Context: an optimization exercise on an open-source flow, tuned for small area. The choices shown serve that exercise and are no tape-out recipe. The RTL was checked by simulation tests, not by an equivalence proof against the original design. No activity file was given, so power comes from the tool's default toggle rates.

==> 09-05: inputs <==
==> flow/design.v <==
module utile_To_Pulse(
	input		clk,
	input		signal_in,
	output	reg	pulse_out
	);
	reg		temp_state;
	always	@(posedge clk)	begin
		temp_state	<= signal_in;
		pulse_out	<= signal_in & ~temp_state;
	end
endmodule
module Grar_Box_6b_2_12b(
	input				clk,
	input				rst,
	input				ce,			 
	input				rise,		 
	input		[5:0]	data_in,
	input				order,
	output	reg [11:0]	data_out
	);
	reg		[5:0]	w;
	reg				o1;
	always	@(posedge clk)	begin
		if (ce) begin
			w	<= data_in;
			o1	<= order;
		end
	end
	wire	[5:0]	hi = order ? data_in : (o1 ? data_out[11:6] : w);
	wire	[5:0]	lo = order ? (o1 ? w : data_out[5:0]) : data_in;
	always	@(posedge clk)	begin
		if (rst)
			data_out <= 12'd0;
		else if (rise)
			data_out <= {hi, lo};
	end
endmodule
module add_operation
(
	input				rst,
	input 				clk,
	input				ce,			 
	input				pc,			 
	input				chg,		 
	input 		[10:0]	add_times,
	input				at_nz,		 
	input				en,
	input		[11:0]	data_in,
	output	wire [22:0]	res,
	output	reg			res_ok
	);
	reg		[10:0]	cnt_add;
	reg		[11:0]	sum_lo;
	reg		[10:0]	sum_hi;
	reg				carry;
	reg		[22:0]	res_q;
	reg				flag_add_times_changed;
	assign	res = res_q;
	wire	clr  = ~en | flag_add_times_changed;
	wire	lt   = cnt_add < add_times;
	wire	run  = ~clr & ~pc;
	wire	keep = ~ce | (run & lt);
	wire	add  = ce & run;
	wire	ld   = ce & run & ~lt;
	wire	[12:0]	sum_plus = {1'b0, sum_lo} + {1'b0, data_in};
	wire	[10:0]	cnt_inc = cnt_add + 11'd1;
	always	@(posedge clk)	begin
		sum_lo	<= (sum_lo & {12{~ce}}) | (sum_plus[11:0] & {12{ce & run & lt}})
				 | (data_in & {12{ce & run & ~lt}});
		carry	<= ce & run & lt & sum_plus[12];
		sum_hi		<= keep ? sum_hi + {10'd0, carry} : 11'd0;
		cnt_add		<= (cnt_add & {11{~ce}}) | (cnt_inc & {11{ce & run & lt}})
					 | {10'd0, ce & ~clr & pc & at_nz};
	end
	always	@(posedge clk)	begin
		if (rst) begin
			flag_add_times_changed <= 1'b0;
			res_ok		<= 1'b0;
		end
		else begin
			if (ce)
				flag_add_times_changed <= en & chg;
			if (ce & clr)
				res_ok	<= 1'b0;
			else if (ld)
				res_ok	<= 1'b1;
		end
	end
	always	@(posedge clk)	begin
		if (ld)
			res_q <= {sum_hi, sum_lo};
	end
endmodule
module Data_processing
	(
	input		wire			clk,
	input		wire			rst,
	input		wire	[367:0]	res_all,	 
	input		wire	[15:0]	res_ok,
	input		wire			en_trans,
	input		wire			S_AXIS_tready,
	output		wire	[3:0]	S_AXIS_tkeep,
	output		wire			S_AXIS_tlast,
	output		wire			S_AXIS_tvalid,
	output		wire	[31:0]	S_AXIS_tdata
	);
	localparam	IDLE = 2'b00, LAST = 2'b01, WAIT = 2'b10, BEAT = 2'b11;
	wire			en_pulse;
	reg		[1:0]	state;
	reg		[15:0]	sel;
	reg		[22:0]	beat_data;
	wire	[3:0]	cnt_ch;
	assign	cnt_ch[0] = sel[1] | sel[3] | sel[5] | sel[7] | sel[9] | sel[11] | sel[13] | sel[15];
	assign	cnt_ch[1] = sel[2] | sel[3] | sel[6] | sel[7] | sel[10] | sel[11] | sel[14] | sel[15];
	assign	cnt_ch[2] = |sel[7:4] | (|sel[15:12]);
	assign	cnt_ch[3] = |sel[15:8];
	assign S_AXIS_tkeep  = 4'b1111;
	assign S_AXIS_tvalid = state[0];
	assign S_AXIS_tlast  = state[0];
	assign S_AXIS_tdata  = {cnt_ch & {4{state[0]}}, 5'd0, beat_data & {23{state[0]}}};
	utile_To_Pulse u_to_pulse_en(
		.clk		(clk),
		.signal_in	(en_trans),
		.pulse_out	(en_pulse)
	);
	reg		[22:0]	sel_res;
	integer	i;
	always @(*) begin
		sel_res = 23'd0;
		for (i = 0; i < 16; i = i + 1)
			sel_res = sel_res | (res_all[i*23 +: 23] & {23{sel[i] & res_ok[i]}});
	end
	always @(posedge clk) begin
		if (rst) begin
			state	<= IDLE;
			sel		<= 16'd1;
		end
		else if (!state[1]) begin
			sel		<= 16'd1;
			state	<= (en_pulse && S_AXIS_tready) ? WAIT : IDLE;
		end
		else if (S_AXIS_tready) begin
			if (state == WAIT)
				state	<= sel[15] ? LAST : BEAT;
			else begin
				state	<= WAIT;
				sel		<= {sel[14:0], sel[15]};
			end
		end
	end
	always @(posedge clk) begin
		if (state == WAIT && S_AXIS_tready)
			beat_data	<= sel_res;
	end
endmodule
module ad9637_datapath (
	input	wire			clk,
	input	wire			rst,			 
	input	wire			adc0_word_valid,	 
	input	wire	[47:0]	adc0_word,			 
	input	wire			adc1_word_valid,
	input	wire	[47:0]	adc1_word,
	input	wire	[15:0]	bit_order,
	input	wire	[15:0]	en_data_process,
	input	wire			en_trans,
	input	wire	[10:0]	add_times_cfg,
	input	wire			debug_choise,
	output	wire	[5:0]	led_data_show,
	input	wire			M_AXIS_tready,
	output	wire	[3:0]	M_AXIS_tkeep,
	output	wire			M_AXIS_tlast,
	output	wire			M_AXIS_tvalid,
	output	wire	[31:0]	M_AXIS_tdata,
	output	wire			M_AXIS_aresetn
);
	assign	led_data_show[5:0] = (debug_choise == 1'b1) ? adc1_word[5:0] : adc0_word[5:0];
	assign	M_AXIS_aresetn = ~rst;
	reg		[1:0]	phase;
	reg		[1:0]	pc;
	reg		[10:0]	add_times_copy0, add_times_copy1;
	wire	[1:0]	valid = {adc1_word_valid, adc0_word_valid};
	wire	[1:0]	first = ~phase;
	wire	[1:0]	rise  = valid & phase & {2{~rst}};
	wire	[1:0]	chg;
	assign	chg[0] = add_times_cfg != add_times_copy0;
	assign	chg[1] = add_times_cfg != add_times_copy1;
	always @(posedge clk) begin
		if (rst) begin
			phase <= 2'b00;
			pc <= 2'b11;
		end
		else begin
			phase <= phase ^ valid;
			pc <= pc & ~rise;
		end
		if (rst | rise[0])
			add_times_copy0 <= add_times_cfg;
		if (rst | rise[1])
			add_times_copy1 <= add_times_cfg;
	end
	wire	[95:0]	word = {adc1_word, adc0_word};
	wire	[191:0]	sample;
	wire	[367:0]	res_all;
	wire	[15:0]	res_ok;
	genvar	g;
	generate
		for (g = 0; g < 16; g = g + 1) begin: gen_ch
			Grar_Box_6b_2_12b GB(
				.clk		(clk),
				.rst		(rst),
				.ce			(first[g/8]),
				.rise		(rise[g/8]),
				.data_in	(word[g*6 +: 6]),
				.order		(bit_order[g]),
				.data_out	(sample[g*12 +: 12])
			);
			add_operation ACC(
				.rst		(rst),
				.clk		(clk),
				.ce			(rise[g/8]),
				.pc			(pc[g/8]),
				.chg		(chg[g/8]),
				.at_nz		(|add_times_cfg),
				.add_times	(add_times_cfg),
				.en			(en_data_process[g]),
				.data_in	(sample[g*12 +: 12]),
				.res		(res_all[g*23 +: 23]),
				.res_ok		(res_ok[g])
			);
		end
	endgenerate
	Data_processing	u_data_processing(
		.clk			(clk),
		.rst			(rst),
		.res_all		(res_all),
		.res_ok			(res_ok),
		.en_trans		(en_trans),
		.S_AXIS_tready	(M_AXIS_tready),
		.S_AXIS_tkeep	(M_AXIS_tkeep),
		.S_AXIS_tlast	(M_AXIS_tlast),
		.S_AXIS_tvalid	(M_AXIS_tvalid),
		.S_AXIS_tdata	(M_AXIS_tdata)
	);
endmodule
==> flow/flow/run.sh <==
#!/bin/bash
# Layout flow: the standard synthesis, then the combinational logic re-mapped
# for area by Yosys/ABC (flip-flops untouched), then the standard ORFS layout
# with the port buffers made from buf_2. Each tool's output goes to a log here.
set -euo pipefail
W=$PWD
R=$W/orfs/results/sky130hd/ad9637_datapath/base
BP="BUFFER_PORTS_ARGS=-buffer_cell sky130_fd_sc_hd__buf_2"
LIB=$FLOW_HOME/platforms/sky130hd/lib/sky130_fd_sc_hd__tt_025C_1v80.lib
bash standard.sh "$BP" synth > make_synth.log 2>&1
cp "$R/1_2_yosys.v" "$W/std_1_2_yosys.v"
sed -e "s#@LIB@#$LIB#g" -e "s#@IN@#$W/std_1_2_yosys.v#" -e "s#@OUT@#$W/remap_1_2_yosys.v#" \
    -e "s#@ABC@#$W/flow/area.abc#" flow/remap.ys > remap_run.ys
yosys -s remap_run.ys > yosys_remap.log 2>&1
cp "$W/remap_1_2_yosys.v" "$R/1_2_yosys.v"
rm -f "$R/1_synth.odb" "$R/1_synth.sdc"
bash standard.sh "$BP" finish > make_finish.log 2>&1
==> flow/flow/area.abc <==
strash
dch -f
amap
strash
dch -f
amap
strash
dch -f
amap
strash
dch -f
amap
strash
dch -f
amap
strash
dch -f
amap
strash
dch -f
amap
strash
dch -f
amap
strash
dch -f
amap
strash
dch -f
amap
strash
dch -f
amap
strash
dch -f
amap
strash
dch -f
amap
strash
dch -f
amap
strash
dch -f
amap
strash
dch -f
amap
topo
==> flow/flow/remap.ys <==
# Re-map the combinational logic of the standard synthesis for area. The
# flip-flops (and tie cells) stay as the standard synthesis made them, with
# the same instance names and cell types.
read_liberty -ignore_miss_func @LIB@
read_verilog @IN@
hierarchy -top ad9637_datapath
setattr -mod -set keep_hierarchy 1 sky130_fd_sc_hd__df* sky130_fd_sc_hd__edf* sky130_fd_sc_hd__conb_1
flatten
blackbox sky130_fd_sc_hd__*
opt_clean -purge
abc -liberty @LIB@ -script @ABC@ -dont_use *lpflow* -dont_use *probe*
opt_clean -purge
read_liberty -lib -ignore_redef @LIB@
hilomap -singleton -hicell sky130_fd_sc_hd__conb_1 HI -locell sky130_fd_sc_hd__conb_1 LO
splitnets
opt_clean -purge
check -assert
stat -liberty @LIB@
write_verilog -noattr -nohex -nodec @OUT@
==> flow/standard.sh <==
#!/bin/bash
# synth_recipe.tcl (not shown) runs the flow's synth.tcl, then flattens the netlist and writes it again
# the make line also repeats each setting of config.mk as NAME=value (left out here)
make -C /OpenROAD-flow-scripts/flow DESIGN_CONFIG=/design/flow/config.mk WORK_HOME=/design/flow/orfs CLKGATE_MAP_FILE= SYNTH_SCRIPT=/design/flow/synth_recipe.tcl "${@:-finish}"
==> flow/config.mk <==
export PLATFORM = sky130hd
export DESIGN_NAME = ad9637_datapath
export DESIGN_NICKNAME = ad9637_datapath
export VERILOG_FILES = /design/flow/design.v
export SDC_FILE = /design/flow/constraint.sdc
export NUM_CORES = 4
export LEC_CHECK = 0
export CAP_MARGIN = 20
export CORE_MARGIN = 2
export CORE_UTILIZATION = 40
export CTS_CLUSTER_DIAMETER = 80
export CTS_CLUSTER_SIZE = 25
export GPL_TIMING_DRIVEN = 0
export SETUP_SLACK_MARGIN = 0.03
export SLEW_MARGIN = 20
==> flow/constraint.sdc <==
create_clock -name core_clock -period 5.0 [get_ports {clk}]
set_input_delay 1.0000 -clock core_clock [delete_from_list [all_inputs] [get_ports {clk}]]
set_output_delay 1.0000 -clock core_clock [all_outputs]
set_load 0.01 [all_outputs]
==> 03-08 (differences from 09-05) <==
==> flow/design.v, changed modules only <==
module add_operation
(
	input				rst,
	input 				clk,
	input				ce,			 
	input				chg,		 
	input 		[10:0]	add_times,
	input				en,
	input		[11:0]	data_in,
	output	reg	[22:0]	res,
	output	reg			res_ok
	);
	reg		[10:0]	cnt_add;
	reg		[22:0]	temp_sum;
	reg				flag_add_times_changed;
	wire	clr  = ~en | flag_add_times_changed;
	wire	lt   = cnt_add < add_times;
	wire	keep = ~ce | (~clr & lt);
	wire	add  = ce & ~clr;
	wire	ld   = ce & ~clr & ~lt;
	always	@(posedge clk)	begin
		if (rst) begin
			cnt_add		<= 11'd0;
			temp_sum	<= 23'd0;
			flag_add_times_changed <= 1'b0;
			res_ok		<= 1'b0;
		end
		else begin
			temp_sum	<= (keep ? temp_sum : 23'd0) + (add ? {11'd0, data_in} : 23'd0);
			cnt_add		<= keep ? cnt_add + {10'd0, add} : 11'd0;
			if (ce)
				flag_add_times_changed <= en & chg;
			if (ce & clr)
				res_ok	<= 1'b0;
			else if (ld)
				res_ok	<= 1'b1;
		end
	end
	always	@(posedge clk)	begin
		if (ld)
			res <= temp_sum;
	end
endmodule
module Data_processing
	(
	input		wire			clk,
	input		wire			rst,
	input		wire	[367:0]	res_all,	 
	input		wire	[15:0]	res_ok,
	input		wire			en_trans,
	input		wire			S_AXIS_tready,
	output		wire	[3:0]	S_AXIS_tkeep,
	output		wire			S_AXIS_tlast,
	output		wire			S_AXIS_tvalid,
	output		wire	[31:0]	S_AXIS_tdata
	);
	localparam	IDLE = 2'b00, LAST = 2'b01, WAIT = 2'b10, BEAT = 2'b11;
	wire			en_pulse;
	reg		[1:0]	state;
	reg		[3:0]	cnt_ch;
	reg		[22:0]	beat_data;
	assign S_AXIS_tkeep  = 4'b1111;
	assign S_AXIS_tvalid = state[0];
	assign S_AXIS_tlast  = state[0];
	assign S_AXIS_tdata  = {cnt_ch & {4{state[0]}}, 5'd0, beat_data & {23{state[0]}}};
	utile_To_Pulse u_to_pulse_en(
		.clk		(clk),
		.signal_in	(en_trans),
		.pulse_out	(en_pulse)
	);
	wire	[22:0]	sel_res = res_all[cnt_ch*23 +: 23] & {23{res_ok[cnt_ch]}};
	always @(posedge clk) begin
		if (rst) begin
			state	<= IDLE;
			cnt_ch	<= 4'd0;
		end
		else if (!state[1]) begin
			cnt_ch	<= 4'd0;
			state	<= (en_pulse && S_AXIS_tready) ? WAIT : IDLE;
		end
		else if (S_AXIS_tready) begin
			if (state == WAIT)
				state	<= (cnt_ch == 4'd15) ? LAST : BEAT;
			else begin
				state	<= WAIT;
				cnt_ch	<= cnt_ch + 4'd1;
			end
		end
	end
	always @(posedge clk) begin
		if (state == WAIT && S_AXIS_tready)
			beat_data	<= sel_res;
	end
endmodule
module ad9637_datapath (
	input	wire			clk,
	input	wire			rst,			 
	input	wire			adc0_word_valid,	 
	input	wire	[47:0]	adc0_word,			 
	input	wire			adc1_word_valid,
	input	wire	[47:0]	adc1_word,
	input	wire	[15:0]	bit_order,
	input	wire	[15:0]	en_data_process,
	input	wire			en_trans,
	input	wire	[10:0]	add_times_cfg,
	input	wire			debug_choise,
	output	wire	[5:0]	led_data_show,
	input	wire			M_AXIS_tready,
	output	wire	[3:0]	M_AXIS_tkeep,
	output	wire			M_AXIS_tlast,
	output	wire			M_AXIS_tvalid,
	output	wire	[31:0]	M_AXIS_tdata,
	output	wire			M_AXIS_aresetn
);
	assign	led_data_show[5:0] = (debug_choise == 1'b1) ? adc1_word[5:0] : adc0_word[5:0];
	assign	M_AXIS_aresetn = ~rst;
	reg		[1:0]	phase;
	reg		[10:0]	add_times_copy0, add_times_copy1;
	wire	[1:0]	valid = {adc1_word_valid, adc0_word_valid};
	wire	[1:0]	first = valid & ~phase;
	wire	[1:0]	rise  = valid & phase & {2{~rst}};
	wire	[1:0]	chg;
	assign	chg[0] = add_times_cfg != add_times_copy0;
	assign	chg[1] = add_times_cfg != add_times_copy1;
	always @(posedge clk) begin
		if (rst)
			phase <= 2'b00;
		else
			phase <= phase ^ valid;
		if (rst | rise[0])
			add_times_copy0 <= add_times_cfg;
		if (rst | rise[1])
			add_times_copy1 <= add_times_cfg;
	end
	wire	[95:0]	word = {adc1_word, adc0_word};
	wire	[191:0]	sample;
	wire	[367:0]	res_all;
	wire	[15:0]	res_ok;
	genvar	g;
	generate
		for (g = 0; g < 16; g = g + 1) begin: gen_ch
			Grar_Box_6b_2_12b GB(
				.clk		(clk),
				.rst		(rst),
				.ce			(first[g/8]),
				.rise		(rise[g/8]),
				.data_in	(word[g*6 +: 6]),
				.order		(bit_order[g]),
				.data_out	(sample[g*12 +: 12])
			);
			add_operation ACC(
				.rst		(rst),
				.clk		(clk),
				.ce			(rise[g/8]),
				.chg		(chg[g/8]),
				.add_times	(add_times_cfg),
				.en			(en_data_process[g]),
				.data_in	(sample[g*12 +: 12]),
				.res		(res_all[g*23 +: 23]),
				.res_ok		(res_ok[g])
			);
		end
	endgenerate
	Data_processing	u_data_processing(
		.clk			(clk),
		.rst			(rst),
		.res_all		(res_all),
		.res_ok			(res_ok),
		.en_trans		(en_trans),
		.S_AXIS_tready	(M_AXIS_tready),
		.S_AXIS_tkeep	(M_AXIS_tkeep),
		.S_AXIS_tlast	(M_AXIS_tlast),
		.S_AXIS_tvalid	(M_AXIS_tvalid),
		.S_AXIS_tdata	(M_AXIS_tdata)
	);
endmodule
==> flow/run.sh (new file) <==
#!/bin/bash
# synth_recipe.tcl (not shown) runs the flow's synth.tcl, then flattens the netlist and writes it again
# the make line also repeats each setting of config.mk as NAME=value (left out here)
make -C /OpenROAD-flow-scripts/flow DESIGN_CONFIG=/design/flow/config.mk WORK_HOME=/design/flow/orfs CLKGATE_MAP_FILE= SYNTH_SCRIPT=/design/flow/synth_recipe.tcl finish
--- a/flow/config.mk
+++ b/flow/config.mk
@@ -9,7 +9,3 @@
 export CORE_MARGIN = 2
 export CORE_UTILIZATION = 40
-export CTS_CLUSTER_DIAMETER = 80
-export CTS_CLUSTER_SIZE = 25
-export GPL_TIMING_DRIVEN = 0
-export SETUP_SLACK_MARGIN = 0.03
 export SLEW_MARGIN = 20
removed: flow/flow/run.sh
removed: flow/flow/area.abc
removed: flow/flow/remap.ys
removed: flow/standard.sh
==> notes <==
Against 03-08, the worst setup slack of 09-05 is better by 23 ps. 03-08 finished clean. 09-05 ran to the end with no violations. Global-route usage: 09-05 is higher than 03-08 (3.1 points). Utilization: 09-05 is lower than 03-08 (3.3 points). Design area: 03-08 is larger than 09-05 (25%). Of 03-08 and 09-05, 03-08 has the higher clock-buffer cell count (gap 107). In 09-05 the register-to-register slack is better than in 03-08, by 130 ps. Sequential power: 09-05 is larger than 03-08 (about 9%). Area after synthesis: 09-05 is lower than 03-08 (about 14%). Wire length is about the same in 09-05 and 03-08.
==> figures <==
metric	09-05	03-08
Met2 layer usage reported by global route	0.384	0.325
Comb pwr	1660 uW	1080 uW
Multi-input gate area in the final layout	0.0199 mm2	0.0301 mm2
Worst Hold Slack	390 ps	391 ps
Capture point of the critical path	gen_ch[8].ACC.carry	gen_ch[6].ACC.temp_sum[22]
Switching part of the total	0.257	0.224
Net switching power	5340 uW	5210 uW
Outcome	complete, no violations	complete, no violations
Max H-tree Level	3	4
TritonCTS Sinks	1,333	1,303
Placed Cells	7,463	8,373
Layout-to-synthesis area ratio	1.130x	1.215x
Wire length of the first global-routing pass	252,000 um	259,000 um
Design Area, Final	0.0607 mm2	0.0759 mm2
Combined global-route utilization of all metal layers	0.243	0.212
Post-route setup slack	203 ps	180 ps
Crit path depth	19	22
Worst reg2reg path depth	18	21
Well tap count	1,768	2,058
Clk pwr	6870 uW	10,900 uW

==> re-timing with driven ports <==
In the flow no input, the clock included, has a driving cell. The finished layouts below were timed again as built, in two steps. Step 1 sets driving cells, clkbuf_16 on the clock port and buf_2 on the other inputs (assumed; they add their load-dependent delay and slew). Step 2, shift: input delay + t, output delay - t, t = (earliest + latest rising clock arrival at the registers) / 2. This alone moves slack from input paths to output paths. a / b / c = no drivers / after step 1 / after step 2; a / b = the first two.
| run | t (ns) | setup WS [ns] | clock arrival spread, ns |
|---|---|---|---|
| 09-05 | 0.768 | 0.203 / 0.241 / -0.528 | 0.040 / 0.041 |
| 03-08 | 0.851 | 0.180 / 0.241 / -0.610 | 0.036 / 0.035 |
Met with ideal ports but missed after step 2: setup timing in 09-05 and 03-08. The setup slack of 03-08, which loses most, moves by +0.061 ns with the drivers and by -0.790 ns with both steps.
